This is an optimization exercise on Yosys and OpenROAD, whose aim is small area, a short achievable clock period and few clock cycles, not a production implementation.
In this exercise RTL edits were held to simulation tests only and were not proved equivalent to the original.

// dense2_fc_top
module dense2_fc_top (
    input  wire        clk,
    input  wire        resetn,
    input  wire        start,
    input  wire [3:0]  read_addr,
    output wire [31:0] read_data,
    output wire        done,
    output wire        dense_start,
    input  wire        dense_done,
    output wire [6:0]  dense_read_addr,
    input  wire [3:0]  dense_read_data
);
    wire [6:0]  weight_addr;
    wire [71:0] weight_data;
    wire [71:0] bias_data;
    dense_layer_2x_128_to_9 u_dense (
        .clk(clk),
        .resetn(resetn),
        .start(start),
        .read_addr(read_addr),
        .read_data(read_data),
        .done(done),
        .dense_start(dense_start),
        .dense_read_addr(dense_read_addr),
        .dense_read_data(dense_read_data),
        .dense_done(dense_done),
        .weight_addr(weight_addr),
        .weight_data(weight_data),
        .bias_data(bias_data)
    );
    weights_rom_dense_layer_2x_128_to_9 u_wrom (
        .addr(weight_addr),
        .data(weight_data)
    );
    biases_rom_dense_layer_2x_128_to_9 u_brom (
        .data(bias_data)
    );
endmodule
==> module dense_layer_2x_128_to_9, before the edit <==
module dense_layer_2x_128_to_9 (
    input  wire        clk,
    input  wire        resetn,
    input  wire        start,
    input  wire [3:0]  read_addr,
    output wire [31:0] read_data,
    output reg         done,
    output reg         dense_start,
    output wire [6:0]  dense_read_addr,
    input  wire [3:0]  dense_read_data,
    input  wire        dense_done,
    output wire [6:0]  weight_addr,
    input  wire [71:0] weight_data,
    input  wire [71:0] bias_data);
    localparam AW = 17;
    reg        waiting;    
    reg        running;    
    reg        fin;        
    reg  [6:0] idx;        
    wire go    = start & ~waiting & ~running & ~fin;
    wire step  = running | (waiting & dense_done);
    wire last  = (idx == 7'd126);
    assign dense_read_addr = idx + 7'd1;
    assign weight_addr     = idx;
    always @(posedge clk) begin
        if (!resetn) begin
            waiting     <= 1'b0;
            running     <= 1'b0;
            fin         <= 1'b0;
            done        <= 1'b0;
            dense_start <= 1'b0;
            idx         <= 7'd127;
        end else begin
            dense_start <= go;
            if (go)
                waiting <= 1'b1;
            else if (dense_done)
                waiting <= 1'b0;
            if (waiting & dense_done)
                running <= 1'b1;
            else if (last)
                running <= 1'b0;
            fin <= step & last;
            if (go)
                done <= 1'b0;
            else if (fin)
                done <= 1'b1;
            if (step)
                idx <= idx + 7'd1;
        end
    end
    reg  [3:0]  x_r;
    always @(posedge clk)
        x_r <= step ? dense_read_data : 4'd0;
    wire signed [AW-1:0] acc [0:8];
    genvar o;
    generate
        for (o = 0; o < 9; o = o + 1) begin : g_out
            wire signed [7:0] w = weight_data[8*o +: 8];
            wire signed [7:0] b = bias_data[8*o +: 8];
            reg  signed [AW-1:0] sum;
            wire [AW-1:0] next;
            mac_unit u_mac (.acc(sum), .w(w), .x(x_r), .y(next));
            always @(posedge clk)
                if (go)
                    sum <= b;
                else
                    sum <= next;
            assign acc[o] = sum;
        end
    endgenerate
    wire signed [AW-1:0] sel = read_addr[3] ? acc[8] : acc[read_addr[2:0]];
    assign read_data = {{(32-AW){sel[AW-1]}}, sel};
endmodule
clock: 15.0 ns
lec_check: 0
abc_area: 1
cap_margin: 20
core_margin: 2
core_utilization: 60
slew_margin: 20
synth_memory_max_bits: 65536
tns_end_percent: 0
standard.sh (not shown) runs the stock make flow with config.mk's settings and CLKGATE_MAP_FILE= SYNTH_SCRIPT=/design/flow/synth_recipe.tcl, a recipe that flattens the netlist after the stock synthesis.
==> flow/flow/run.sh <==
#!/bin/bash
# Layout flow: the standard synthesis, then netopt.py removes inverters
# that the adder extraction left around full adders (a full adder is
# self-dual, so inverting all its pins keeps its function); then the standard
# floorplan-to-finish steps, with repair_timing aiming for extra setup margin
# on the worst path (TNS_END_PERCENT 0 in config.mk keeps it to that path).
set -euo pipefail
R=$PWD/orfs/results/${FLOW_PLATFORM}/dense2_fc_top/base
bash standard.sh synth > synth.log 2>&1
cp $R/1_2_yosys.v 1_2_yosys.orig.v
python3 flow/netopt.py 1_2_yosys.orig.v $R/1_2_yosys.v > netopt.log 2>&1
rm -f $R/1_synth.odb
bash standard.sh synth > synth_odb.log 2>&1
export SETUP_SLACK_MARGIN=10
bash standard.sh > layout.log 2>&1
==> flow/flow/netopt.py <==
#!/usr/bin/env python3
"""Remove redundant inverters around full adders in a mapped sky130hd netlist.

A full adder is self-dual: fa(~a, ~b, ~c) = (~cout, ~sum). Where inverting all of
an adder's inputs and outputs saves inverters, the adder is flipped. Inverters
fed by inverters are bypassed and inverters without loads are removed. The
function of every register input and output port is unchanged.

usage: netopt.py IN.v OUT.v
"""
import re, sys
from collections import defaultdict

src = open(sys.argv[1]).read()
cell_re = re.compile(r'^([ \t]*)(sky130_fd_sc_hd__\w+)\s+(\S+)\s*\((.*?)\);[ \t]*\n', re.S | re.M)
pin_re = re.compile(r'\.(\w+)\(\s*(.*?)\s*\)\s*(?:,|$)', re.S)
OUTPINS = {'X', 'Y', 'Q', 'Q_N', 'SUM', 'COUT', 'HI', 'LO'}

cells = []
segs = []
pos = 0
for m in cell_re.finditer(src):
    segs.append(src[pos:m.start()])
    segs.append(len(cells))
    cells.append({'type': m.group(2), 'name': m.group(3), 'indent': m.group(1),
                  'pins': dict(pin_re.findall(m.group(4))), 'order': [p for p, _ in pin_re.findall(m.group(4))],
                  'alive': True})
    pos = m.end()
tail = src[pos:]

# nets that are module ports keep their values
port_names = set()
for m in re.finditer(r'^\s*(?:output|input)\s+(?:wire\s+)?(?:\[[^\]]*\]\s*)?(.+?);', src, re.M):
    for n in m.group(1).split(','):
        port_names.add(n.strip())
def protected(n):
    base = n.split('[')[0].strip()
    return base in port_names or n.strip() in port_names

drv = {}
loads = defaultdict(set)
for i, c in enumerate(cells):
    for p, n in c['pins'].items():
        if p in OUTPINS:
            drv[n] = (i, p)
        else:
            loads[n].add((i, p))

def connect(i, p, n):
    old = cells[i]['pins'][p]
    if p in OUTPINS:
        if drv.get(old) == (i, p):
            del drv[old]
        drv[n] = (i, p)
    else:
        loads[old].discard((i, p))
        loads[n].add((i, p))
    cells[i]['pins'][p] = n

def kill(i):
    c = cells[i]
    c['alive'] = False
    for p, n in c['pins'].items():
        if p in OUTPINS:
            if drv.get(n) == (i, p):
                del drv[n]
        else:
            loads[n].discard((i, p))

def is_inv(i):
    c = cells[i]
    return c['alive'] and re.match(r'sky130_fd_sc_hd__(clk)?inv_\d+$', c['type']) is not None

cnt = [0]
def fresh():
    cnt[0] += 1
    return '_netopt_n%d_' % cnt[0]

def new_inv(a, y):
    cnt[0] += 1
    i = len(cells)
    cells.append({'type': 'sky130_fd_sc_hd__inv_1', 'name': '_netopt_i%d_' % cnt[0], 'indent': '  ',
                  'pins': {'A': a, 'Y': y}, 'order': ['A', 'Y'], 'alive': True})
    segs.append(i)
    drv[y] = (i, 'Y')
    loads[a].add((i, 'A'))
    return i

def complement(n):
    d = drv.get(n)
    if d and is_inv(d[0]):
        return cells[d[0]]['pins']['A']
    for i, p in loads.get(n, ()):
        if is_inv(i):
            return cells[i]['pins']['Y']
    return None

def out_invs_only(n):
    ls = loads.get(n, set())
    if protected(n) or not ls:
        return None
    if not all(is_inv(i) for i, _ in ls):
        return None
    if any(protected(cells[i]['pins']['Y']) for i, _ in ls):
        return None
    return [i for i, _ in ls]

def gain(i):
    c = cells[i]
    g = 0
    for p in ('A', 'B', 'CIN'):
        n = c['pins'][p]
        d = drv.get(n)
        k = complement(n)
        if k is None:
            g -= 1
        elif d and is_inv(d[0]) and len(loads[n]) == 1 and not protected(n):
            g += 1
    for p in ('COUT', 'SUM'):
        invs = out_invs_only(c['pins'][p])
        g += len(invs) if invs else -1
    return g

def flip(i):
    c = cells[i]
    for p in ('A', 'B', 'CIN'):
        n = c['pins'][p]
        k = complement(n)
        if k is None:
            k = fresh()
            new_inv(n, k)
        connect(i, p, k)
        d = drv.get(n)
        if d and is_inv(d[0]) and not loads[n] and not protected(n):
            kill(d[0])
    for p in ('COUT', 'SUM'):
        n = c['pins'][p]
        invs = out_invs_only(n)
        m = fresh()
        connect(i, p, m)
        if invs:
            for j in invs:
                y = cells[j]['pins']['Y']
                kill(j)
                for (l, q) in list(loads[y]):
                    connect(l, q, m)
        else:
            new_inv(m, n)

flips = 0
changed = True
while changed:
    changed = False
    for i in range(len(cells)):
        c = cells[i]
        if c['alive'] and c['type'].startswith('sky130_fd_sc_hd__fa_') and gain(i) > 0:
            flip(i)
            flips += 1
            changed = True

# bypass inverter pairs, drop dead inverters
changed = True
while changed:
    changed = False
    for i in range(len(cells)):
        if not is_inv(i):
            continue
        a, y = cells[i]['pins']['A'], cells[i]['pins']['Y']
        if not loads.get(y) and not protected(y):
            kill(i); changed = True; continue
        d = drv.get(a)
        if d and is_inv(d[0]) and not protected(y):
            s = cells[d[0]]['pins']['A']
            for (l, q) in list(loads[y]):
                connect(l, q, s)
            kill(i); changed = True

out = []
newwires = set()
for s in segs:
    if isinstance(s, str):
        out.append(s); continue
    c = cells[s]
    if not c['alive']:
        continue
    for p, n in c['pins'].items():
        if n.startswith('_netopt_n'):
            newwires.add(n)
    body = ',\n'.join('    .%s(%s%s)' % (p, c['pins'][p], ' ' if c['pins'][p].startswith('\\') else '')
                       for p in c['order'])
    out.append('%s%s %s (\n%s\n  );\n' % (c['indent'], c['type'], c['name'], body))
text = ''.join(out)
# new cells went after the last original one, before endmodule
text = text + tail
decl = ''.join('  wire %s;\n' % w for w in sorted(newwires))
text = re.sub(r'(module\s+\S+\s*\([^;]*\);\n)', lambda m: m.group(1) + decl, text, count=1)
open(sys.argv[2], 'w').write(text)
sys.stderr.write('netopt: %d adders flipped, %d inverters left of %d\n' % (
    flips, sum(1 for i in range(len(cells)) if is_inv(i)),
    sum(1 for c in cells if re.match(r'sky130_fd_sc_hd__(clk)?inv_\d+$', c['type']) and not c['name'].startswith('_netopt'))))
The starting point aborted during global routing (5_1_grt) with GRT-0116.
Testbench counts at the start, summed over its fixed seeds: cycles 3,120.
Change:
--- a/flow/design.v
+++ b/flow/design.v
@@ -157,23 +157,24 @@
     localparam AW = 17;
     reg        waiting;    
     reg        running;    
     reg        fin;        
     reg  [6:0] idx;        
+    reg  [6:0] a_r;        
     wire go    = start & ~waiting & ~running & ~fin;
     wire step  = running | (waiting & dense_done);
-    wire last  = (idx == 7'd126);
-    assign dense_read_addr = idx + 7'd1;
-    assign weight_addr     = idx;
+    wire last  = (idx == 7'd127);
+    assign dense_read_addr = idx;
+    assign weight_addr     = a_r;
     always @(posedge clk) begin
         if (!resetn) begin
             waiting     <= 1'b0;
             running     <= 1'b0;
             fin         <= 1'b0;
             done        <= 1'b0;
             dense_start <= 1'b0;
-            idx         <= 7'd127;
+            idx         <= 7'd0;
         end else begin
             dense_start <= go;
             if (go)
                 waiting <= 1'b1;
             else if (dense_done)
@@ -190,12 +191,14 @@
             if (step)
                 idx <= idx + 7'd1;
         end
     end
     reg  [3:0]  x_r;
-    always @(posedge clk)
+    always @(posedge clk) begin
         x_r <= step ? dense_read_data : 4'd0;
+        a_r <= idx;
+    end
     wire signed [AW-1:0] acc [0:8];
     genvar o;
     generate
         for (o = 0; o < 9; o = o + 1) begin : g_out
             wire signed [7:0] w = weight_data[8*o +: 8];
- The changed run ended with an error in global routing (5_1_grt) on GRT-0116
- synthesized cell count goes up by 2.5%
- area after synthesis increases by 2.1%
Testbench counts after the change, summed over its fixed seeds: cycles 3,120.
